Context: an optimization exercise on an open-source flow, tuned for small area, a short achievable clock period and few clock cycles. The choices shown serve that exercise and are no tape-out recipe. Only simulation tests tie the RTL to the original design; equivalence was not proved.

### flow/run.sh
#!/bin/bash
# synth_recipe.tcl (not shown) runs the flow's synth.tcl, then flattens the netlist and writes it again
# the make line also repeats each setting of config.mk as NAME=value (left out here)
make -C /OpenROAD-flow-scripts/flow DESIGN_CONFIG=/design/flow/config.mk WORK_HOME=/design/flow/orfs CLKGATE_MAP_FILE= SYNTH_SCRIPT=/design/flow/synth_recipe.tcl finish
### flow/config.mk
export PLATFORM = sky130hd
export DESIGN_NAME = CONV
export DESIGN_NICKNAME = CONV
export VERILOG_FILES = /design/flow/design.v
export SDC_FILE = /design/flow/constraint.sdc
export NUM_CORES = 4
export LEC_CHECK = 0
export CAP_MARGIN = 20
export CORE_MARGIN = 2
export CORE_UTILIZATION = 40
export SLEW_MARGIN = 20
### flow/constraint.sdc
create_clock -name core_clock -period 9.0 [get_ports {clk}]
set_input_delay 1.8000 -clock core_clock [delete_from_list [all_inputs] [get_ports {clk}]]
set_output_delay 1.8000 -clock core_clock [all_outputs]
set_load 0.01 [all_outputs]
### flow/design.v
`timescale 1ns/10ps
module CONV(
  input             clk,
  input             reset,
  output reg        busy,
  input             ready,
  output reg [11:0] iaddr,
  input      [19:0] idata,
  output reg        cwr,
  output reg [11:0] caddr_wr,
  output reg [19:0] cdata_wr,
  output            crd,
  output reg [11:0] caddr_rd,
  input      [19:0] cdata_rd,
  output reg [2:0]  csel
);
  assign crd = 1'b1;
  localparam S_IDLE = 2'd0, S_OPS = 2'd1, S_FLUSH = 2'd2, S_DONE = 2'd3;
  reg [1:0] st;
  reg [6:0] R;             
  reg [5:0] c;
  reg [1:0] ph;
  reg [6:0] n;             
  reg       op1, fl1;
  reg [6:0] R1; reg [5:0] c1; reg [1:0] ph1; reg [6:0] n1;
  reg       op2, fl2;
  reg [6:0] R2; reg [5:0] c2; reg [1:0] ph2; reg [6:0] n2;
  wire signed [19:0] Xin = (op1 && !rr1[6] && rr1 <= 7'd63) ? idata : 20'sd0;
  reg [19:0] O1;           
  reg [19:0] m0, m1;       
  reg [19:0] b0, b1;       
  reg pcap0, pcap1, pev0, pev1, ccap0, ccap1, last;
  wire first2 = (ph2 == ((R2 == 7'd0) ? 2'd1 : 2'd0));
  wire col0   = (c2 == 6'd0);
  wire [1:0] slot2 = ph2 - ((R2 == 7'd0) ? 2'd1 : 2'd0);
  wire [6:0] WR = (c2 >= 6'd2) ? R2 : R2 - 7'd1;
  wire [5:0] WC = c2 - 6'd2;    
  wire WRok = ~WR[6] && (WR <= 7'd63);
  wire WRodd = WR[0];
  wire [6:0] rr1 = R1 + {5'd0, ph1} - 7'd1;
  wire [6:0] rr0 = R + {5'd0, ph} - 7'd1;
  wire signed [37:0] G1 = Xin;
  reg signed [19:0] F1r;
  wire signed [37:0] F1 = F1r;
  wire signed [37:0] G3 = G1 + (G1 <<< 1);  
  reg signed [21:0] F3r;
  wire signed [37:0] F3 = F3r;
  wire signed [37:0] G5 = G1 + (G1 <<< 2);  
  reg signed [22:0] F5r;
  wire signed [37:0] F5 = F5r;
  wire signed [37:0] G9 = G1 + (G1 <<< 3);  
  wire signed [37:0] G13 = G1 + (G3 <<< 2);  
  reg signed [23:0] F13r;
  wire signed [37:0] F13 = F13r;
  wire signed [37:0] G169 = G9 + (G5 <<< 5);  
  reg signed [27:0] F169r;
  wire signed [37:0] F169 = F169r;
  wire signed [37:0] G1169 = G1 + (G9 <<< 4) + (G1 <<< 10);  
  reg signed [30:0] F1169r;
  wire signed [37:0] F1169 = F1169r;
  always @(posedge clk) begin
    F1r <= Xin;
    F3r <= G3[21:0];
    F5r <= G5[22:0];
    F13r <= G13[23:0];
    F169r <= G169[27:0];
    F1169r <= G1169[30:0];
  end
  wire skipA = col0;
  wire skipB = col0 && (ph2 == 2'd2);
  reg signed [37:0] T00_0; reg N00_0;
  always @* begin
    T00_0 = 38'sd0; N00_0 = 1'b0;
    if (!1'b0) case (ph2)
      2'd0: T00_0 = (F169 <<< 8);
      2'd1: T00_0 = (F1 <<< 12);
      default: begin T00_0 = ~(F169 <<< 7); N00_0 = 1'b1; end
    endcase
  end
  reg signed [37:0] T00_1; reg N00_1;
  always @* begin
    T00_1 = 38'sd0; N00_1 = 1'b0;
    if (!1'b0) case (ph2)
      2'd0: begin T00_1 = ~(F1 <<< 1); N00_1 = 1'b1; end
      2'd1: ;
      default: begin T00_1 = ~(F1 <<< 10); N00_1 = 1'b1; end
    endcase
  end
  reg signed [37:0] T00_2; reg N00_2;
  always @* begin
    T00_2 = 38'sd0; N00_2 = 1'b0;
    if (!1'b0) case (ph2)
      2'd0: begin T00_2 = ~(F3 <<< 5); N00_2 = 1'b1; end
      2'd1: T00_2 = (F1 <<< 2);
      default: begin T00_2 = ~(F169 <<< 0); N00_2 = 1'b1; end
    endcase
  end
  reg signed [37:0] T01_0; reg N01_0;
  always @* begin
    T01_0 = 38'sd0; N01_0 = 1'b0;
    if (!skipB) case (ph2)
      2'd0: T01_0 = (F169 <<< 0);
      2'd1: begin T01_0 = ~(F3 <<< 13); N01_0 = 1'b1; end
      default: begin T01_0 = ~(F3 <<< 13); N01_0 = 1'b1; end
    endcase
  end
  reg signed [37:0] T01_1; reg N01_1;
  always @* begin
    T01_1 = 38'sd0; N01_1 = 1'b0;
    if (!skipB) case (ph2)
      2'd0: T01_1 = (F3 <<< 2);
      2'd1: begin T01_1 = ~(F169 <<< 5); N01_1 = 1'b1; end
      default: T01_1 = (F5 <<< 11);
    endcase
  end
  reg signed [37:0] T01_2; reg N01_2;
  always @* begin
    T01_2 = 38'sd0; N01_2 = 1'b0;
    if (!skipB) case (ph2)
      2'd0: T01_2 = (F1169 <<< 5);
      2'd1: T01_2 = (F1169 <<< 0);
      default: T01_2 = (F13 <<< 2);
    endcase
  end
  reg signed [37:0] T02_0; reg N02_0;
  always @* begin
    T02_0 = 38'sd0; N02_0 = 1'b0;
    if (!skipA) case (ph2)
      2'd0: T02_0 = (F13 <<< 11);
      2'd1: T02_0 = (F1 <<< 6);
      default: begin T02_0 = ~(F1 <<< 4); N02_0 = 1'b1; end
    endcase
  end
  reg signed [37:0] T02_1; reg N02_1;
  always @* begin
    T02_1 = 38'sd0; N02_1 = 1'b0;
    if (!skipA) case (ph2)
      2'd0: begin T02_1 = ~(F5 <<< 0); N02_1 = 1'b1; end
      2'd1: begin T02_1 = ~(F1169 <<< 5); N02_1 = 1'b1; end
      default: begin T02_1 = ~(F169 <<< 7); N02_1 = 1'b1; end
    endcase
  end
  reg signed [37:0] T02_2; reg N02_2;
  always @* begin
    T02_2 = 38'sd0; N02_2 = 1'b0;
    if (!skipA) case (ph2)
      2'd0: T02_2 = (F169 <<< 3);
      2'd1: T02_2 = (F13 <<< 2);
      default: T02_2 = (F169 <<< 0);
    endcase
  end
  reg signed [37:0] T10_0; reg N10_0;
  always @* begin
    T10_0 = 38'sd0; N10_0 = 1'b0;
    if (!1'b0) case (ph2)
      2'd0: begin T10_0 = ~(F3 <<< 0); N10_0 = 1'b1; end
      2'd1: begin T10_0 = ~(F3 <<< 0); N10_0 = 1'b1; end
      default: begin T10_0 = ~(F1169 <<< 0); N10_0 = 1'b1; end
    endcase
  end
  reg signed [37:0] T10_1; reg N10_1;
  always @* begin
    T10_1 = 38'sd0; N10_1 = 1'b0;
    if (!1'b0) case (ph2)
      2'd0: begin T10_1 = ~(F1169 <<< 3); N10_1 = 1'b1; end
      2'd1: T10_1 = (F5 <<< 12);
      default: T10_1 = (F1 <<< 14);
    endcase
  end
  reg signed [37:0] T10_2; reg N10_2;
  always @* begin
    T10_2 = 38'sd0; N10_2 = 1'b0;
    if (!1'b0) case (ph2)
      2'd0: begin T10_2 = ~(F1 <<< 5); N10_2 = 1'b1; end
      2'd1: T10_2 = (F1 <<< 8);
      default: T10_2 = (F13 <<< 3);
    endcase
  end
  reg signed [37:0] T11_0; reg N11_0;
  always @* begin
    T11_0 = 38'sd0; N11_0 = 1'b0;
    if (!skipB) case (ph2)
      2'd0: begin T11_0 = ~(F5 <<< 0); N11_0 = 1'b1; end
      2'd1: ;
      default: begin T11_0 = ~(F3 <<< 8); N11_0 = 1'b1; end
    endcase
  end
  reg signed [37:0] T11_1; reg N11_1;
  always @* begin
    T11_1 = 38'sd0; N11_1 = 1'b0;
    if (!skipB) case (ph2)
      2'd0: begin T11_1 = ~(F169 <<< 0); N11_1 = 1'b1; end
      2'd1: T11_1 = (F13 <<< 9);
      default: T11_1 = (F169 <<< 0);
    endcase
  end
  reg signed [37:0] T11_2; reg N11_2;
  always @* begin
    T11_2 = 38'sd0; N11_2 = 1'b0;
    if (!skipB) case (ph2)
      2'd0: T11_2 = (F169 <<< 6);
      2'd1: T11_2 = (F169 <<< 5);
      default: begin T11_2 = ~(F169 <<< 6); N11_2 = 1'b1; end
    endcase
  end
  reg signed [37:0] T12_0; reg N12_0;
  always @* begin
    T12_0 = 38'sd0; N12_0 = 1'b0;
    if (!skipA) case (ph2)
      2'd0: begin T12_0 = ~(F13 <<< 10); N12_0 = 1'b1; end
      2'd1: T12_0 = (F5 <<< 0);
      default: T12_0 = (F13 <<< 10);
    endcase
  end
  reg signed [37:0] T12_1; reg N12_1;
  always @* begin
    T12_1 = 38'sd0; N12_1 = 1'b0;
    if (!skipA) case (ph2)
      2'd0: begin T12_1 = ~(F5 <<< 7); N12_1 = 1'b1; end
      2'd1: T12_1 = (F1 <<< 13);
      default: T12_1 = (F169 <<< 6);
    endcase
  end
  reg signed [37:0] T12_2; reg N12_2;
  always @* begin
    T12_2 = 38'sd0; N12_2 = 1'b0;
    if (!skipA) case (ph2)
      2'd0: T12_2 = (F5 <<< 2);
      2'd1: T12_2 = (F5 <<< 3);
      default: T12_2 = (F5 <<< 3);
    endcase
  end
  wire signed [37:0] BIAS0 = 38'sh00_1310_0000;
  wire signed [37:0] BIAS1 = {{2{1'b1}}, 36'hF_7295_0000};
  reg signed [37:0] A0, B0, C0, A1, B1, C1;
  always @(posedge clk) begin
    A0 <= (first2 ? B0 : A0) + T02_0 + T02_1 + T02_2 + {37'd0, N02_0} + {37'd0, N02_1} + {37'd0, N02_2};
    B0 <= (first2 ? (col0 ? BIAS0 : C0) : B0) + T01_0 + T01_1 + T01_2 + {37'd0, N01_0} + {37'd0, N01_1} + {37'd0, N01_2};
    C0 <= (first2 ? BIAS0 : C0) + T00_0 + T00_1 + T00_2 + {37'd0, N00_0} + {37'd0, N00_1} + {37'd0, N00_2};
    A1 <= (first2 ? B1 : A1) + T12_0 + T12_1 + T12_2 + {37'd0, N12_0} + {37'd0, N12_1} + {37'd0, N12_2};
    B1 <= (first2 ? (col0 ? BIAS1 : C1) : B1) + T11_0 + T11_1 + T11_2 + {37'd0, N11_0} + {37'd0, N11_1} + {37'd0, N11_2};
    C1 <= (first2 ? BIAS1 : C1) + T10_0 + T10_1 + T10_2 + {37'd0, N10_0} + {37'd0, N10_1} + {37'd0, N10_2};
  end
  function [19:0] rnd;
    input [37:0] a;
    reg [19:0] t;
    begin
      t = {a[37], a[34:16]};
      if (a[15]) t = a[37] ? t - 20'd1 : t + 20'd1;
      rnd = t[19] ? 20'd0 : t;
    end
  endfunction
  wire [19:0] R0v = rnd(A0);
  wire [19:0] R1v = rnd(A1);
  reg        fc_do, ch_do, ch_rd;
  reg        fk;
  reg [4:0]  fj, fp;
  always @* begin
    fc_do = 1'b0; ch_do = 1'b0; ch_rd = 1'b0; fk = 1'b0; fj = 5'd0;
    fp = (WRodd && WC != 6'd0) ? WR[5:1] : WR[5:1] - 5'd1;
    if (fl2) fp = 5'd31;
    if (op2 && slot2 == 2'd2) begin
      if (WRok && WRodd && WC != 6'd0) begin
        fc_do = 1'b1; fk = ~WC[0]; fj = WC[0] ? WC[5:1] : WC[5:1] - 5'd1;
      end else if (WRok && !WRodd && WR >= 7'd2 && WC == 6'd0) begin
        fc_do = 1'b1; fk = 1'b1; fj = 5'd31;
      end else if (WRok && !WRodd && WR >= 7'd2) begin
        ch_do = 1'b1; fk = ~WC[0]; fj = WC[0] ? WC[5:1] : WC[5:1] - 5'd1;
        ch_rd = (fj != 5'd31);
      end else if (WRok && WRodd && WR >= 7'd3 && WC == 6'd0) begin
        ch_do = 1'b1; fk = 1'b1; fj = 5'd31;
      end
    end else if (fl2) begin
      if (n2 == 7'd0) begin
        fc_do = 1'b1; fk = 1'b1; fj = 5'd31;
      end else begin
        ch_do = 1'b1; fk = ~n2[0]; fj = n2[0] ? n2[5:1] : n2[5:1] - 5'd1;
        ch_rd = (fj != 5'd31);
      end
    end
  end
  wire [4:0] fj1 = fj + 5'd1;
  always @(posedge clk or posedge reset) begin
    if (reset) begin
      st <= S_IDLE; busy <= 1'b0; cwr <= 1'b0;
      R <= 7'd0; c <= 6'd0; ph <= 2'd0; n <= 7'd0;
      op1 <= 1'b0; fl1 <= 1'b0; op2 <= 1'b0; fl2 <= 1'b0;
      pcap0 <= 1'b0; pcap1 <= 1'b0; ccap0 <= 1'b0; ccap1 <= 1'b0; last <= 1'b0;
    end else begin
      case (st)
        S_IDLE: if (ready) begin
          st <= S_OPS; busy <= 1'b1; R <= 7'd0; c <= 6'd0; ph <= 2'd1;
        end
        S_OPS: begin
          if (ph == 2'd2) begin
            ph <= 2'd0;
            if ((R == 7'd64) ? (c == 6'd1) : (c == 6'd63)) begin
              c <= 6'd0; R <= R + 7'd1;
              if (R == 7'd64) begin st <= S_FLUSH; n <= 7'd0; end
            end else c <= c + 6'd1;
          end else ph <= ph + 2'd1;
        end
        S_FLUSH: begin
          if (n == 7'd64) st <= S_DONE;
          n <= n + 7'd1;
        end
        default: ;
      endcase
      op1 <= (st == S_OPS); fl1 <= (st == S_FLUSH);
      op2 <= op1; fl2 <= fl1;
      cwr <= 1'b0;
      pcap0 <= 1'b0; pcap1 <= 1'b0; ccap0 <= 1'b0; ccap1 <= 1'b0;
      if (op2 && WRok && slot2 == 2'd0) begin
        cwr <= 1'b1; pcap0 <= WRodd;
      end
      if (op2 && WRok && slot2 == 2'd1) begin
        cwr <= 1'b1; pcap1 <= WRodd;
      end
      if (fc_do || ch_do) cwr <= 1'b1;
      if (ch_do && ch_rd) begin ccap0 <= ~fk; ccap1 <= fk; end
      last <= fl2 && (n2 == 7'd64);
      if (last) busy <= 1'b0;
    end
  end
  always @(posedge clk) begin
    {R1, c1, ph1, n1} <= {R, c, ph, n};
    {R2, c2, ph2, n2} <= {R1, c1, ph1, n1};
    iaddr <= {rr0[5:0], c};
    if (op2 && slot2 == 2'd0) O1 <= R1v;
    if (op2 && slot2 == 2'd0) begin
      cdata_wr <= R0v; csel <= 3'd1; caddr_wr <= {WR[5:0], WC};
      caddr_rd <= {WR[5:0] - 6'd1, WC};
      pev0 <= ~WC[0];
    end else if (op2 && slot2 == 2'd1) begin
      cdata_wr <= O1; csel <= 3'd2; caddr_wr <= {WR[5:0], WC};
      pev1 <= ~WC[0];
    end else if (fc_do) begin
      cdata_wr <= fk ? m1 : m0;
      csel <= fj[0] ? 3'd5 : (fk ? 3'd4 : 3'd3);
      caddr_wr <= fj[0] ? {fp, fj, fk} : {2'd0, fp, fj};
      if (fj == 5'd0) begin
        if (fk) b1 <= m1; else b0 <= m0;
      end
    end else if (ch_do) begin
      cdata_wr <= fk ? b1 : b0;
      csel <= fj[0] ? (fk ? 3'd4 : 3'd3) : 3'd5;
      caddr_wr <= fj[0] ? {2'd0, fp, fj} : {fp, fj, fk};
      caddr_rd <= fj1[0] ? {fp, fj1, fk} : {2'd0, fp, fj1};
    end
    if (ccap0) b0 <= cdata_rd;
    if (ccap1) b1 <= cdata_rd;
    if (pcap0) m0 <= pev0 ? max2(cdata_rd, cdata_wr) : max2(m0, max2(cdata_rd, cdata_wr));
    if (pcap1) m1 <= pev1 ? max2(cdata_rd, cdata_wr) : max2(m1, max2(cdata_rd, cdata_wr));
  end
  function [19:0] max2;
    input [19:0] a, b;
    max2 = (a > b) ? a : b;
  endfunction
endmodule
==> results of run 1 <==
critical path: cells and delay by family, from the launching register on:
| kind | cells | cell delay (ns) |
|---|---|---|
| compound gates | 11 | 3.02 |
| xor+xnor | 1 | 0.29 |
| fa+ha+maj | 7 | 1.95 |
| buf+inv | 6 | 0.65 |
| flops | 1 | 0.32 |
| simple gates | 5 | 1.33 |
worst paths after layout:
kind,endpoint,depth (start not counted)
max,F169r[26]$_DFF_P_,30
min,n2[1]$_DFF_P_,0
max reg2reg,F169r[26]$_DFF_P_,30
min reg2reg,n2[1]$_DFF_P_,0
max in group asynchronous,ccap1$_DFF_PP0_,3
min in group asynchronous,st[0]$_DFFE_PP0P_,3
cell families (layout without fill, tap and decap cells):
| group | after synthesis | in the layout | synth area share, % |
|---|---|---|---|
| AO/OA/AOI/OAI | 1860 | 1860 | 19.80 |
| XOR/XNOR | 368 | 368 | 5.476 |
| adder cells (fa/ha/maj) | 951 | 951 | 25.77 |
| buffers and inverters | 983 | 1001 | 6.308 |
| flip-flops | 594 | 594 | 22.92 |
| multiplexers | 161 | 161 | 2.874 |
| other | 1 | 3 | 0.006357 |
| AND/OR/NAND/NOR | 2190 | 2190 | 16.86 |
through the flow:
step / instance area [um^2] / util [%]
after floorplan: 58990 / -
after global placement: 62010 / 42.45
after detailed placement: 62010 / 42.45
after CTS: 64700 / 44.29
after global routing: 64700 / 44.29
final: 64710 / 44.29
state kept, by name, summed over array words and instances, names as in the netlist, 22 cells and up:
name	count
A0	38
A1	38
B0	38
B1	38
C0	38
C1	38
F1169r	31
F169r	25
F13r	22
synth_stat cells, types with 98 or more instances:
| cell | count | area (um^2) |
|---|---|---|
| ha_1 | 506 | 6331 |
| fa_1 | 441 | 8828 |
| xnor2_1 | 255 | 2233 |
| nor2b_1 | 109 | 681.9 |
| nor2_1 | 483 | 1813 |
| nand3_1 | 135 | 675.7 |
| a21oi_1 | 497 | 2487 |
| dfxtp_1 | 414 | 8288 |
| a21o_1 | 177 | 1329 |
| nor3_1 | 98 | 490.5 |
| and2_1 | 122 | 763.2 |
| clkbuf_1 | 254 | 953.4 |
| edfxtp_1 | 145 | 4354 |
| xor2_1 | 112 | 980.9 |
| inv_1 | 669 | 2511 |
| nand2_1 | 934 | 3506 |
| o21ai_0 | 530 | 2653 |
layout make-up:
cell class | instances | area share, %
inverter | 671 | 3.896
sequential | 594 | 20.91
timing repair buffer | 187 | 2.626
tap | 1917 | 3.707
clock inverter | 43 | 0.8875
multi-input combinational | 5531 | 64.70
antenna | 2 | 0.007734
clock buffer | 100 | 3.270
per-layer routing:
metal	global-route usage [%]	up-vias	routed length, um
met2	44.18	2502	94950
met4	12.42	6	10510
met3	4.970	514	19520
met5	0	-	47
met1	38.11	25486	92200
li1	-	24329	-
==> flow_metrics.tcl, run 1 <==
set metrics [dict create \
    status "complete, no violations" \
    path_max_fanout 32 \
    synthCells 7108 \
    antenna_found_initial 3 \
    async_reset_ff_share_pct 5.892 \
    core_um2 146100 \
    drv_cap 0 \
    fin_crit_ns 7.713 \
    rr_startpoint "R1[1]$_DFF_P_" \
    final-hold-violation-count 0 \
    cpPeakStageDelay_ns 0.55 \
    fin_hold_ws_ns 0.3255 \
    ctsHoldBuffers 0 \
    wire_per_inst_um 24.02 \
    overflow 0 \
    n_fill_cell 14509 \
    worstPathRequired_ns 9.56 \
    startpoint_type "flop" \
    clk_pin_slew_ns 0.06 \
    tightest_slew_ns 1.129 \
    reg2reg_setup_slack_ns 1.29 \
    fmax_mhz 129.7 \
    cts_max_level 3 \
    worstSetupPathType "reg2reg" \
    worstHoldStart "n1[1]$_DFF_P_" \
    preCtsSetupSlack_ns 0.8911 \
    finish.net_count 8053 \
    die_x_um 388.0 \
    hold_path_class "reg2reg" \
    cts_setup_buffers 0 \
    timing.critical_path.from "R1[1]$_DFF_P_" \
    yosys_register_bits 594 \
    ctsResizeCount 0 \
    clk_path_buf_depth 3 \
    final_common_cell "nand2_1" \
    io_pins 105 \
    vias 52837 \
    track_usage_pct 28.23 \
    setup_ws_ns 1.287 \
    grt_max_degree 196 \
    io_buffers 103 \
    grt_pass1_vias 52003 \
    ant_nets 0 \
    area_growth_syn_to_layout_pct 9.691 \
    cts_tree "done" \
    cp-end-kind "flop" \
    core.rowCount 140 \
    ys_seq_area_share_pct 22.92 \
    synth_edf_count 145 \
    drt_first_iter_violations 5840 \
    grt_pass1_wl_mm 324.4 \
    rsz0062_at_grt "no" \
    ys.flop_type "dfxtp_1" \
    clock_latency_ns 0.73 \
    firstDrtPassIters 6 \
    dp_hpwl_mm 170.5 \
    final_cell_mix "nand2_1 (932), inv_1 (665), o21ai_0 (529), ha_1 (506), a21oi_1 (497)" \
    drv_slew 0 \
    ys_warn_count 1 \
    relSlewSlack_pct 23.96 \
    drc 0 \
    ys_types 92 \
    setup_viol 0 \
    seqCellArea_um2 13530 \
    cp_slowest_cell "a311oi_1" \
    syn-cell-area_um2 58990 \
    final_cells 9045 \
    drive_gt1_share_pct 5.136 \
    syn_avg_cell_area_um2 8.299 \
    post-place-cells 8900 \
    die_h_um 388.0 \
    finClkSkew_ns 0.04298 \
    min_period_over_period_pct 85.70 \
    finalSetupTns_ns 0 \
    wirelength_mm 217.2 \
    dieArea_um2 150600 \
    clock_sinks 594 \
    start_util_pct 40.38 \
    gp_congestion 1.022 \
    multi_input_area_um2 41870 \
    synth_nets 8098 \
    path_common_cell "inv_1" \
    numCtsBuffers 78 \
    arrival_ns 8.28 \
    clockRootBuffer "clkbuf_16" \
    vias_per_cell 5.842 \
]
Testbench counts, summed over its fixed seeds: cycles 74,172.
==> run 2, diff against run 1 <==
--- a/flow/design.v
+++ b/flow/design.v
@@ -24,7 +24,10 @@
   reg       op1, fl1;
   reg [6:0] R1; reg [5:0] c1; reg [1:0] ph1; reg [6:0] n1;
+  reg       opm, flm;
+  reg [6:0] Rm; reg [5:0] cm; reg [1:0] phm; reg [6:0] nm;
   reg       op2, fl2;
   reg [6:0] R2; reg [5:0] c2; reg [1:0] ph2; reg [6:0] n2;
-  wire signed [19:0] Xin = (op1 && !rr1[6] && rr1 <= 7'd63) ? idata : 20'sd0;
+  reg v1;   
+  wire signed [19:0] Xin = v1 ? idata : 20'sd0;
   reg [19:0] O1;           
   reg [19:0] m0, m1;       
@@ -40,30 +43,65 @@
   wire [6:0] rr1 = R1 + {5'd0, ph1} - 7'd1;
   wire [6:0] rr0 = R + {5'd0, ph} - 7'd1;
-  wire signed [37:0] G1 = Xin;
+  reg signed [19:0] Xr;
   reg signed [19:0] F1r;
   wire signed [37:0] F1 = F1r;
-  wire signed [37:0] G3 = G1 + (G1 <<< 1);  
+  wire signed [21:0] G3x = Xr;
+  wire [21:0] G3 = (G3x <<< 0) + (G3x <<< 1);  
   reg signed [21:0] F3r;
   wire signed [37:0] F3 = F3r;
-  wire signed [37:0] G5 = G1 + (G1 <<< 2);  
+  wire signed [22:0] G5x = Xr;
+  wire [22:0] G5 = (G5x <<< 0) + (G5x <<< 2);  
   reg signed [22:0] F5r;
   wire signed [37:0] F5 = F5r;
-  wire signed [37:0] G9 = G1 + (G1 <<< 3);  
-  wire signed [37:0] G13 = G1 + (G3 <<< 2);  
+  wire signed [23:0] G13x = Xr;
+  wire [23:0] cs1a = (G13x <<< 0);
+  wire [23:0] cs1b = (G13x <<< 2);
+  wire [23:0] cs1c = (G13x <<< 3);
+  wire [23:0] cs1s = cs1a ^ cs1b ^ cs1c;
+  wire [23:0] cs1m = (cs1a & cs1b) | (cs1a & cs1c) | (cs1b & cs1c);
+  wire [23:0] cs1k = {cs1m[22:0], 1'b0};
+  wire [23:0] G13 = cs1s + cs1k;  
   reg signed [23:0] F13r;
   wire signed [37:0] F13 = F13r;
-  wire signed [37:0] G169 = G9 + (G5 <<< 5);  
+  wire signed [27:0] G169x = Xr;
+  wire [27:0] cs2a = (G169x <<< 0);
+  wire [27:0] cs2b = (G169x <<< 3);
+  wire [27:0] cs2c = (G169x <<< 5);
+  wire [27:0] cs2s = cs2a ^ cs2b ^ cs2c;
+  wire [27:0] cs2m = (cs2a & cs2b) | (cs2a & cs2c) | (cs2b & cs2c);
+  wire [27:0] cs2k = {cs2m[26:0], 1'b0};
+  wire [27:0] cs3a = (G169x <<< 7);
+  wire [27:0] cs3b = cs2s;
+  wire [27:0] cs3c = cs2k;
+  wire [27:0] cs3s = cs3a ^ cs3b ^ cs3c;
+  wire [27:0] cs3m = (cs3a & cs3b) | (cs3a & cs3c) | (cs3b & cs3c);
+  wire [27:0] cs3k = {cs3m[26:0], 1'b0};
+  wire [27:0] G169 = cs3s + cs3k;  
   reg signed [27:0] F169r;
   wire signed [37:0] F169 = F169r;
-  wire signed [37:0] G1169 = G1 + (G9 <<< 4) + (G1 <<< 10);  
+  wire signed [30:0] G1169x = Xr;
+  wire [30:0] cs4a = (G1169x <<< 0);
+  wire [30:0] cs4b = (G1169x <<< 4);
+  wire [30:0] cs4c = (G1169x <<< 7);
+  wire [30:0] cs4s = cs4a ^ cs4b ^ cs4c;
+  wire [30:0] cs4m = (cs4a & cs4b) | (cs4a & cs4c) | (cs4b & cs4c);
+  wire [30:0] cs4k = {cs4m[29:0], 1'b0};
+  wire [30:0] cs5a = (G1169x <<< 10);
+  wire [30:0] cs5b = cs4s;
+  wire [30:0] cs5c = cs4k;
+  wire [30:0] cs5s = cs5a ^ cs5b ^ cs5c;
+  wire [30:0] cs5m = (cs5a & cs5b) | (cs5a & cs5c) | (cs5b & cs5c);
+  wire [30:0] cs5k = {cs5m[29:0], 1'b0};
+  wire [30:0] G1169 = cs5s + cs5k;  
   reg signed [30:0] F1169r;
   wire signed [37:0] F1169 = F1169r;
   always @(posedge clk) begin
-    F1r <= Xin;
-    F3r <= G3[21:0];
-    F5r <= G5[22:0];
-    F13r <= G13[23:0];
-    F169r <= G169[27:0];
-    F1169r <= G1169[30:0];
+    Xr <= Xin;
+    F1r <= Xr;
+    F3r <= G3;
+    F5r <= G5;
+    F13r <= G13;
+    F169r <= G169;
+    F1169r <= G1169;
   end
   wire skipA = col0;
@@ -74,5 +112,5 @@
     if (!1'b0) case (ph2)
       2'd0: T00_0 = (F169 <<< 8);
-      2'd1: T00_0 = (F1 <<< 12);
+      2'd1: T00_0 = (F1 <<< 2);
       default: begin T00_0 = ~(F169 <<< 7); N00_0 = 1'b1; end
     endcase
@@ -83,5 +121,5 @@
     if (!1'b0) case (ph2)
       2'd0: begin T00_1 = ~(F1 <<< 1); N00_1 = 1'b1; end
-      2'd1: ;
+      2'd1: T00_1 = (F1 <<< 12);
       default: begin T00_1 = ~(F1 <<< 10); N00_1 = 1'b1; end
     endcase
@@ -92,5 +130,5 @@
     if (!1'b0) case (ph2)
       2'd0: begin T00_2 = ~(F3 <<< 5); N00_2 = 1'b1; end
-      2'd1: T00_2 = (F1 <<< 2);
+      2'd1: ;
       default: begin T00_2 = ~(F169 <<< 0); N00_2 = 1'b1; end
     endcase
@@ -191,5 +229,5 @@
     if (!skipB) case (ph2)
       2'd0: begin T11_1 = ~(F169 <<< 0); N11_1 = 1'b1; end
-      2'd1: T11_1 = (F13 <<< 9);
+      2'd1: T11_1 = (F169 <<< 5);
       default: T11_1 = (F169 <<< 0);
     endcase
@@ -200,5 +238,5 @@
     if (!skipB) case (ph2)
       2'd0: T11_2 = (F169 <<< 6);
-      2'd1: T11_2 = (F169 <<< 5);
+      2'd1: T11_2 = (F13 <<< 9);
       default: begin T11_2 = ~(F169 <<< 6); N11_2 = 1'b1; end
     endcase
@@ -234,11 +272,89 @@
   wire signed [37:0] BIAS1 = {{2{1'b1}}, 36'hF_7295_0000};
   reg signed [37:0] A0, B0, C0, A1, B1, C1;
+  wire [37:0] cs6a = (first2 ? BIAS0 : C0);
+  wire [37:0] cs6b = T00_0;
+  wire [37:0] cs6c = T00_1;
+  wire [37:0] cs6s = cs6a ^ cs6b ^ cs6c;
+  wire [37:0] cs6m = (cs6a & cs6b) | (cs6a & cs6c) | (cs6b & cs6c);
+  wire [37:0] cs6k = {cs6m[36:0], N00_0};
+  wire [37:0] cs7a = T00_2;
+  wire [37:0] cs7b = cs6s;
+  wire [37:0] cs7c = cs6k;
+  wire [37:0] cs7s = cs7a ^ cs7b ^ cs7c;
+  wire [37:0] cs7m = (cs7a & cs7b) | (cs7a & cs7c) | (cs7b & cs7c);
+  wire [37:0] cs7k = {cs7m[36:0], N00_1};
+  wire [37:0] NX00 = cs7s + cs7k + N00_2;
+  wire [37:0] cs8a = (first2 ? (col0 ? BIAS0 : C0) : B0);
+  wire [37:0] cs8b = T01_0;
+  wire [37:0] cs8c = T01_1;
+  wire [37:0] cs8s = cs8a ^ cs8b ^ cs8c;
+  wire [37:0] cs8m = (cs8a & cs8b) | (cs8a & cs8c) | (cs8b & cs8c);
+  wire [37:0] cs8k = {cs8m[36:0], N01_0};
+  wire [37:0] cs9a = T01_2;
+  wire [37:0] cs9b = cs8s;
+  wire [37:0] cs9c = cs8k;
+  wire [37:0] cs9s = cs9a ^ cs9b ^ cs9c;
+  wire [37:0] cs9m = (cs9a & cs9b) | (cs9a & cs9c) | (cs9b & cs9c);
+  wire [37:0] cs9k = {cs9m[36:0], N01_1};
+  wire [37:0] NX01 = cs9s + cs9k + N01_2;
+  wire [37:0] cs10a = (first2 ? B0 : A0);
+  wire [37:0] cs10b = T02_0;
+  wire [37:0] cs10c = T02_1;
+  wire [37:0] cs10s = cs10a ^ cs10b ^ cs10c;
+  wire [37:0] cs10m = (cs10a & cs10b) | (cs10a & cs10c) | (cs10b & cs10c);
+  wire [37:0] cs10k = {cs10m[36:0], N02_0};
+  wire [37:0] cs11a = T02_2;
+  wire [37:0] cs11b = cs10s;
+  wire [37:0] cs11c = cs10k;
+  wire [37:0] cs11s = cs11a ^ cs11b ^ cs11c;
+  wire [37:0] cs11m = (cs11a & cs11b) | (cs11a & cs11c) | (cs11b & cs11c);
+  wire [37:0] cs11k = {cs11m[36:0], N02_1};
+  wire [37:0] NX02 = cs11s + cs11k + N02_2;
+  wire [37:0] cs12a = (first2 ? BIAS1 : C1);
+  wire [37:0] cs12b = T10_0;
+  wire [37:0] cs12c = T10_1;
+  wire [37:0] cs12s = cs12a ^ cs12b ^ cs12c;
+  wire [37:0] cs12m = (cs12a & cs12b) | (cs12a & cs12c) | (cs12b & cs12c);
+  wire [37:0] cs12k = {cs12m[36:0], N10_0};
+  wire [37:0] cs13a = T10_2;
+  wire [37:0] cs13b = cs12s;
+  wire [37:0] cs13c = cs12k;
+  wire [37:0] cs13s = cs13a ^ cs13b ^ cs13c;
+  wire [37:0] cs13m = (cs13a & cs13b) | (cs13a & cs13c) | (cs13b & cs13c);
+  wire [37:0] cs13k = {cs13m[36:0], N10_1};
+  wire [37:0] NX10 = cs13s + cs13k + N10_2;
+  wire [37:0] cs14a = (first2 ? (col0 ? BIAS1 : C1) : B1);
+  wire [37:0] cs14b = T11_0;
+  wire [37:0] cs14c = T11_1;
+  wire [37:0] cs14s = cs14a ^ cs14b ^ cs14c;
+  wire [37:0] cs14m = (cs14a & cs14b) | (cs14a & cs14c) | (cs14b & cs14c);
+  wire [37:0] cs14k = {cs14m[36:0], N11_0};
+  wire [37:0] cs15a = T11_2;
+  wire [37:0] cs15b = cs14s;
+  wire [37:0] cs15c = cs14k;
+  wire [37:0] cs15s = cs15a ^ cs15b ^ cs15c;
+  wire [37:0] cs15m = (cs15a & cs15b) | (cs15a & cs15c) | (cs15b & cs15c);
+  wire [37:0] cs15k = {cs15m[36:0], N11_1};
+  wire [37:0] NX11 = cs15s + cs15k + N11_2;
+  wire [37:0] cs16a = (first2 ? B1 : A1);
+  wire [37:0] cs16b = T12_0;
+  wire [37:0] cs16c = T12_1;
+  wire [37:0] cs16s = cs16a ^ cs16b ^ cs16c;
+  wire [37:0] cs16m = (cs16a & cs16b) | (cs16a & cs16c) | (cs16b & cs16c);
+  wire [37:0] cs16k = {cs16m[36:0], N12_0};
+  wire [37:0] cs17a = T12_2;
+  wire [37:0] cs17b = cs16s;
+  wire [37:0] cs17c = cs16k;
+  wire [37:0] cs17s = cs17a ^ cs17b ^ cs17c;
+  wire [37:0] cs17m = (cs17a & cs17b) | (cs17a & cs17c) | (cs17b & cs17c);
+  wire [37:0] cs17k = {cs17m[36:0], N12_1};
+  wire [37:0] NX12 = cs17s + cs17k + N12_2;
   always @(posedge clk) begin
-    A0 <= (first2 ? B0 : A0) + T02_0 + T02_1 + T02_2 + {37'd0, N02_0} + {37'd0, N02_1} + {37'd0, N02_2};
-    B0 <= (first2 ? (col0 ? BIAS0 : C0) : B0) + T01_0 + T01_1 + T01_2 + {37'd0, N01_0} + {37'd0, N01_1} + {37'd0, N01_2};
-    C0 <= (first2 ? BIAS0 : C0) + T00_0 + T00_1 + T00_2 + {37'd0, N00_0} + {37'd0, N00_1} + {37'd0, N00_2};
-    A1 <= (first2 ? B1 : A1) + T12_0 + T12_1 + T12_2 + {37'd0, N12_0} + {37'd0, N12_1} + {37'd0, N12_2};
-    B1 <= (first2 ? (col0 ? BIAS1 : C1) : B1) + T11_0 + T11_1 + T11_2 + {37'd0, N11_0} + {37'd0, N11_1} + {37'd0, N11_2};
-    C1 <= (first2 ? BIAS1 : C1) + T10_0 + T10_1 + T10_2 + {37'd0, N10_0} + {37'd0, N10_1} + {37'd0, N10_2};
+    A0 <= NX02;
+    B0 <= NX01;
+    C0 <= NX00;
+    A1 <= NX12;
+    B1 <= NX11;
+    C1 <= NX10;
   end
   function [19:0] rnd;
@@ -285,5 +401,5 @@
       st <= S_IDLE; busy <= 1'b0; cwr <= 1'b0;
       R <= 7'd0; c <= 6'd0; ph <= 2'd0; n <= 7'd0;
-      op1 <= 1'b0; fl1 <= 1'b0; op2 <= 1'b0; fl2 <= 1'b0;
+      op1 <= 1'b0; fl1 <= 1'b0; opm <= 1'b0; flm <= 1'b0; op2 <= 1'b0; fl2 <= 1'b0;
       pcap0 <= 1'b0; pcap1 <= 1'b0; ccap0 <= 1'b0; ccap1 <= 1'b0; last <= 1'b0;
     end else begin
@@ -308,5 +424,5 @@
       endcase
       op1 <= (st == S_OPS); fl1 <= (st == S_FLUSH);
-      op2 <= op1; fl2 <= fl1;
+      opm <= op1; flm <= fl1; op2 <= opm; fl2 <= flm;
       cwr <= 1'b0;
       pcap0 <= 1'b0; pcap1 <= 1'b0; ccap0 <= 1'b0; ccap1 <= 1'b0;
@@ -325,6 +441,8 @@
   always @(posedge clk) begin
     {R1, c1, ph1, n1} <= {R, c, ph, n};
-    {R2, c2, ph2, n2} <= {R1, c1, ph1, n1};
+    {Rm, cm, phm, nm} <= {R1, c1, ph1, n1};
+    {R2, c2, ph2, n2} <= {Rm, cm, phm, nm};
     iaddr <= {rr0[5:0], c};
+    v1 <= (st == S_OPS) && !rr0[6] && rr0 <= 7'd63;
     if (op2 && slot2 == 2'd0) O1 <= R1v;
     if (op2 && slot2 == 2'd0) begin
@@ -350,7 +468,16 @@
     if (ccap0) b0 <= cdata_rd;
     if (ccap1) b1 <= cdata_rd;
-    if (pcap0) m0 <= pev0 ? max2(cdata_rd, cdata_wr) : max2(m0, max2(cdata_rd, cdata_wr));
-    if (pcap1) m1 <= pev1 ? max2(cdata_rd, cdata_wr) : max2(m1, max2(cdata_rd, cdata_wr));
+    if (pcap0) m0 <= max3(pev0, m0, cdata_rd, cdata_wr);
+    if (pcap1) m1 <= max3(pev1, m1, cdata_rd, cdata_wr);
   end
+  function [19:0] max3;
+    input fresh;
+    input [19:0] m, r, v;
+    reg rv, rm, vm;
+    begin
+      rv = r > v; rm = fresh || r > m; vm = fresh || v > m;
+      max3 = (rv && rm) ? r : (!rv && vm) ? v : m;
+    end
+  endfunction
   function [19:0] max2;
     input [19:0] a, b;
==> flow_metrics.tcl, run 2 <==
set metrics [dict create \
    clk_pin_slew_ns 0.06 \
    firstDrtPassIters 7 \
    rsz0062_at_grt "no" \
    ys.flop_type "dfxtp_1" \
    clock_latency_ns 0.72 \
    cts_max_level 3 \
    worstPathRequired_ns 9.61 \
    muxShareOfSynthArea_pct 2.996 \
    ctsHoldBuffers 0 \
    clk_path_buf_depth 3 \
    setup_viol 0 \
    synth.top_cell.area_share_pct 17.25 \
    ys_seq_area_share_pct 23.50 \
    drive_gt1_share_pct 4.772 \
    ctsResizeCount 0 \
    gp_congestion 1.061 \
    cts_tree "done" \
    finalSetupTns_ns 0 \
    status "complete, no violations" \
    n_fill_cell 14984 \
    numCtsBuffers 81 \
    drv_cap 0 \
    startpoint_type "flop" \
    synth_xor_area_share_pct 5.409 \
    path_max_fanout 33 \
    track_usage_pct 28.94 \
    core.rowCount 143 \
    post-place-cells 9087 \
    io_pins 105 \
    clock_sinks 639 \
    final_cells 9241 \
    utilization_pct 44.41 \
    drc 0 \
    cts_setup_buffers 0 \
    r2r_end "B1[36]$_DFF_P_" \
    drv_slew 0 \
    syn-cell-area_um2 61390 \
    syn_avg_cell_area_um2 8.590 \
    dieArea_um2 156600 \
    r2r_cells 23 \
    wirelength_mm 231.3 \
    synth_compound_area_share_pct 19.41 \
    grt_pass1_wl_mm 341.2 \
    ant_nets 0 \
    grt_pass1_vias 53500 \
    start_util_pct 40.36 \
    async_reset_ff_share_pct 5.790 \
    ys_warn_count 1 \
    endpoint "B1[36]$_DFF_P_" \
    min_period_over_period_pct 92.77 \
    wire_per_inst_um 25.03 \
    cp-end-kind "flop" \
    drt_first_iter_violations 6601 \
    hold_path_class "reg2reg" \
    ys_types 94 \
    io_buffers 103 \
    final_common_cell "nand2_1" \
    vias_per_cell 5.905 \
    synth_edf_count 145 \
    tightest_slew_ns 1.205 \
    synth.area.top_cells "fa_1 (17%), dfxtp_1 (15%), ha_1 (11%)" \
    finClkSkew_ns 0.05346 \
    finish.net_count 8233 \
    rr_startpoint "c2[1]$_DFF_P_" \
    fmax_mhz 119.8 \
    reg2reg_setup_slack_ns 0.65 \
    arrival_ns 8.96 \
    final-hold-violation-count 0 \
    area_growth_syn_to_layout_pct 10.03 \
    yosys_register_bits 639 \
    synthSimpleGateAreaFrac_pct 14.48 \
    fin_hold_ws_ns 0.3228 \
    antenna_found_initial 9 \
    core_um2 152100 \
    die_h_um 395.8 \
    final_cell_mix "nand2_1 (749), inv_1 (725), a21oi_1 (599), o21ai_0 (578), fa_1 (529)" \
    vias 54570 \
    synth_most_common_cell "nand2_1" \
    clockRootBuffer "clkbuf_16" \
    synth_fa_ha_area_share_pct 27.87 \
    overflow 0 \
    relSlewSlack_pct 19.65 \
    synth_common_cells "nand2_1 (750), inv_1 (729), a21oi_1 (599), o21ai_0 (578), fa_1 (529)" \
    synth_nets 8239 \
    synth.largest_area_cell "fa_1" \
    dp_hpwl_mm 181.0 \
    timing.critical_path.from "c2[1]$_DFF_P_" \
    die_x_um 395.8 \
    fin_crit_ns 8.349 \
    worstSetupPathType "reg2reg" \
    synth_top_family_by_area "adder cells" \
    grt_max_degree 92 \
    synthCells 7146 \
]
-- run 2: changes by cell type in the layout (fill, tap and decap cells not counted), sizes merged, moves of 36 or more --
cell	previous run	this run
fa	441	529
nor2b	109	72
a21oi	498	599
dfxtp	414	457
o21ai	533	585
inv	673	736
and2	122	86
nand2	934	750
-- run 2: cell type report --
| type | count | area, um^2 | area share (%) |
|---|---|---|---|
| well taps | 2030 | 2540 | 3.760 |
| repair buffers | 198 | 1744 | 2.582 |
| clock buffers | 103 | 2283 | 3.381 |
| diodes | 3 | 7.507 | 0.01111 |
| flip-flops and latches | 639 | 14440 | 21.38 |
| clock inverters | 48 | 624.3 | 0.9244 |
| multi-input cells | 5485 | 43140 | 63.87 |
| inverters | 735 | 2769 | 4.099 |
-- run 2: how the worst min path moves through the flow --
| stage | cells past startpoint | start | end | slack (ns) |
|---|---|---|---|---|
| after floorplan | 0 | Rm[0]$_DFF_P_ | R2[0]$_DFF_P_ | 0.31 |
| after global placement | 0 | nm[1]$_DFF_P_ | n2[1]$_DFF_P_ | 0.31 |
| after detailed placement | 0 | R1[2]$_DFF_P_ | Rm[2]$_DFF_P_ | 0.31 |
| after CTS | 0 | n1[5]$_DFF_P_ | nm[5]$_DFF_P_ | 0.33 |
| after global routing | 0 | cm[4]$_DFF_P_ | c2[4]$_DFF_P_ | 0.33 |
| final | 0 | R1[2]$_DFF_P_ | Rm[2]$_DFF_P_ | 0.32 |
-- run 2: cell families after synthesis --
family,after synthesis
fa+ha+maj,1050
simple gates,1932
compound gates,1949
mux,176
xor+xnor,377
other cells,1
buf+inv,1022
flops,639
-- run 2: per-stage QoR --
stage                     setup WS (ns)  area, um^2
after floorplan                   2.151       61390
after global placement           0.1896       64610
after detailed placement         0.9104       64620
after CTS                        0.8504       67530
after global routing             0.6079       67540
final                            0.6508       67540
-- run 2: per-layer routing --
layer / share of wire [%] / track usage [%] / up-vias
li1: - / - / 24533
met4: 4.3 / 10.89 / 8
met1: 44 / 41.00 / 26607
met2: 41 / 42.05 / 2851
met5: 0.022 / 0 / -
met3: 11 / 7.484 / 571
-- run 2: worst max-delay path, stage by stage (launching register included) --
cell	delay (ns)
dfxtp_1	0.55
inv_1	0.12
ha_1	0.25
and3_4	0.28
inv_4	0.32
buf_4	0.47
nor2_1	0.07
buf_4	0.23
nand2_1	0.11
buf_4	0.33
nand3_1	0.21
fa_1	0.55
inv_1	0.07
fa_1	0.46
ha_1	0.38
nand3_1	0.16
a2111oi_0	0.92
o311ai_0	0.42
a21boi_0	1.01
a21boi_0	0.28
a21o_1	0.28
a21boi_0	0.32
nor2_1	0.10
o311ai_0	0.26
Testbench counts of run 2, summed over its fixed seeds: cycles 74,178.
==> run 3, diff against run 2 <==
--- a/flow/config.mk
+++ b/flow/config.mk
@@ -9,3 +9,4 @@
 export CORE_MARGIN = 2
 export CORE_UTILIZATION = 40
+export SETUP_SLACK_MARGIN = 4.0
 export SLEW_MARGIN = 20
==> flow_metrics.tcl, run 3 <==
set metrics [dict create \
    status "complete, no violations" \
    syn-cell-area_um2 61390 \
    finish.net_count 8591 \
    rr_startpoint "ph2[1]$_DFF_P_" \
    drive_gt1_share_pct 17.18 \
    worstPathRequired_ns 9.61 \
    preCtsSetupSlack_ns 1.590 \
    final_common_cell "nand2_1" \
    r2r_cells 18 \
    firstDrtPassIters 13 \
    ys.flop_type "dfxtp_1" \
    ctsHoldBuffers 0 \
    overflow 0 \
    grt_pass1_wl_mm 369.7 \
    worstHoldStart "cm[1]$_DFF_P_" \
    timing.critical_path.from "ph2[1]$_DFF_P_" \
    die_h_um 395.8 \
    dp_hpwl_mm 184.4 \
    synth_nets 8239 \
    numCtsBuffers 83 \
    synth_most_common_cell "nand2_1" \
    cp_cell_sequence "inv_16 -> nor2_1 -> nor3b_1 -> fa_1 -> inv_1 -> fa_1 -> inv_1 -> ha_4 -> and4_4 -> nand4_1 -> o211ai_1 -> a21oi_2 -> buf_6 -> o31ai_4 -> a2111oi_2 -> o21bai_1 -> a21oi_2 -> xnor2_1" \
    final-hold-violation-count 0 \
    cts_max_level 3 \
    synth.area.top_cells "fa_1 (17%), dfxtp_1 (15%), ha_1 (11%)" \
    arrival_ns 6.22 \
    fin_crit_ns 5.615 \
    detailed_place.area_um2 64760 \
    start_util_pct 40.36 \
    ant_nets 0 \
    vias_per_cell 5.987 \
    drc 0 \
    drv_cap 0 \
    insertedDiodeCount 0 \
    clock_latency_ns 0.73 \
    cp_slowest_cell "nor2_1" \
    seqCellArea_um2 14460 \
    startpoint_type "flop" \
    async_reset_ff_share_pct 5.790 \
    setup_ws_ns 3.385 \
    tightest_slew_ns 1.205 \
    synthCells 7146 \
    grt_pass1_vias 55854 \
    yosys_register_bits 639 \
    antenna_found_initial 13 \
    synth.largest_area_cell "fa_1" \
    track_usage_pct 31.68 \
    rsz0062_at_grt "yes" \
    io_pins 105 \
    reg2reg_setup_slack_ns 3.39 \
    ys_types 94 \
    dieArea_um2 156600 \
    ys_seq_area_share_pct 23.50 \
    cts_tree "done" \
    io_buffers 103 \
    setup_viol 0 \
    hold_path_end "c2[1]$_DFF_P_" \
    cpPeakStageDelay_ns 0.82 \
    n_fill_cell 14160 \
    wire_per_inst_um 26.67 \
    vias 57455 \
    core.rowCount 143 \
    synth_edf_count 145 \
    fmax_mhz 178.1 \
    multi_input_area_um2 47130 \
    finalSetupTns_ns 0 \
    r2r_end "A1[37]$_DFF_P_" \
    core_um2 152100 \
    hold_path_class "reg2reg" \
    cp-end-kind "flop" \
    die_x_um 395.8 \
    drt_first_iter_violations 6590 \
    path_max_fanout 71 \
    area_growth_syn_to_layout_pct 23.65 \
    finClkSkew_ns 0.05967 \
    worstSetupPathType "reg2reg" \
    clk_path_buf_depth 3 \
    syn_avg_cell_area_um2 8.590 \
    synth.top_cell.area_share_pct 17.25 \
    whs_path_depth 0 \
    fin_hold_ws_ns 0.3234 \
    final_area_um2 75910 \
    relSlewSlack_pct 18.80 \
    clk_pin_slew_ns 0.06 \
    clock_sinks 639 \
    wirelength_mm 256.0 \
    synth_common_cells "nand2_1 (750), inv_1 (729), a21oi_1 (599), o21ai_0 (578), fa_1 (529)" \
    clockRootBuffer "clkbuf_16" \
    final_cell_mix "nand2_1 (711), inv_1 (681), fa_1 (517), o21ai_0 (482), a21oi_1 (477)" \
    ys_warn_count 1 \
    drv_slew 0 \
    gp_congestion 1.045 \
    grt_max_degree 89 \
    min_period_over_period_pct 62.39 \
]
-- run 3: cell counts after synthesis --
No cell type changed its count.
-- run 3: kinds of logic after synthesis --
group                    share of synthesized area [%]
AO/OA/AOI/OAI                                    19.41
other                                         0.006109
XOR/XNOR                                         5.409
buffers and inverters                            6.320
multiplexers                                     2.996
adder cells (fa/ha/maj)                          27.87
flip-flops                                       23.50
AND/OR/NAND/NOR                                  14.48
-- run 3: worst max-delay path by stage --
stage                          end  slack [ns]
detailed placement  B1[34]$_DFF_P_        1.59
finish              A1[37]$_DFF_P_        3.39
global route        B1[24]$_DFF_P_        3.32
global placement    B1[34]$_DFF_P_        1.70
floorplan           B1[34]$_DFF_P_        3.61
CTS                 B1[25]$_DFF_P_        3.55
-- run 3: critical path, delay by kind of cell, from the launching register on --
kind                     cells  cell delay [ns]
AND/OR/NAND/NOR              4             1.56
AO/OA/AOI/OAI                6             1.40
adder cells (fa/ha/maj)      3             1.39
flip-flops                   1             0.51
buffers and inverters        4             0.43
XOR/XNOR                     1             0.12
-- run 3: per-stage QoR --
| step | instances | util [%] |
|---|---|---|
| finish | 9597 | 49.91 |
| detailed placement | 9077 | 42.58 |
| CTS | 9464 | 48.17 |
| global placement | 9077 | 42.58 |
| global route | 9597 | 49.91 |
| floorplan | 7146 | - |
-- run 3: metal layers --
| layer | GRT usage (%) | part of all wire, % | vias up |
|---|---|---|---|
| li1 | - | - | 25307 |
| met1 | 43.07 | 41 | 27958 |
| met2 | 45.86 | 41 | 3299 |
| met3 | 9.227 | 12 | 879 |
| met4 | 15.16 | 6.1 | 12 |
| met5 | 0.7081 | 0.082 | - |
-- run 3: what timing repair did --
action / CTS / global route
gates resized for setup: 680 / 364
pin swaps: 228 / 327
cloned: 34 / 3
buffers inserted: 199 / 129
endpoints found under the setup margin: 351 / 283
-- run 3: area by class of cell --
type,count,share of cell area (%)
timing repair inverter,4,0.06593
timing repair buffer,543,7.823
multi-input combinational,5492,62.09
inverter,735,3.763
clock buffer,105,3.031
tap,2030,3.346
clock inverter,49,0.8242
sequential,639,19.05

## port drivers added, routing unchanged
The flow's constraints put no driver on any port. The routed layouts listed below were extracted and timed again, unchanged, in two steps. Step 1 (the two cells are an assumption about what drives the block):
set clk [get_ports {clk}]
set_driving_cell -lib_cell sky130_fd_sc_hd__clkbuf_16 $clk
set_driving_cell -lib_cell sky130_fd_sc_hd__buf_2 [delete_from_list [all_inputs] $clk]
Step 2 times the ports against the registers' clock, not the clock port: input delays grow and output delays shrink by t, the midpoint of the rising clock arrivals with the driver on. Slacks: ideal / step 1 / step 2; pairs: ideal / step 1.
run	t, ns	setup WS [ns]	worst hold slack (ns)	clock arrival spread, ns	worst register clock-pin slew, ns
run 1	0.792	1.287 / 1.287 / 0.849	0.326 / 0.326 / 0.326	0.046 / 0.046	0.06 / 0.06
run 2	0.778	0.651 / 0.651 / 0.651	0.323 / 0.323 / 0.323	0.054 / 0.053	0.07 / 0.07
run 3	0.787	3.385 / 3.385 / 3.385	0.323 / 0.323 / 0.323	0.066 / 0.065	0.07 / 0.07
After both steps setup and hold are still met in every run listed. For run 1, which loses most, drivers alone change the setup slack by 0.000 ns; drivers and shift together by -0.438 ns.
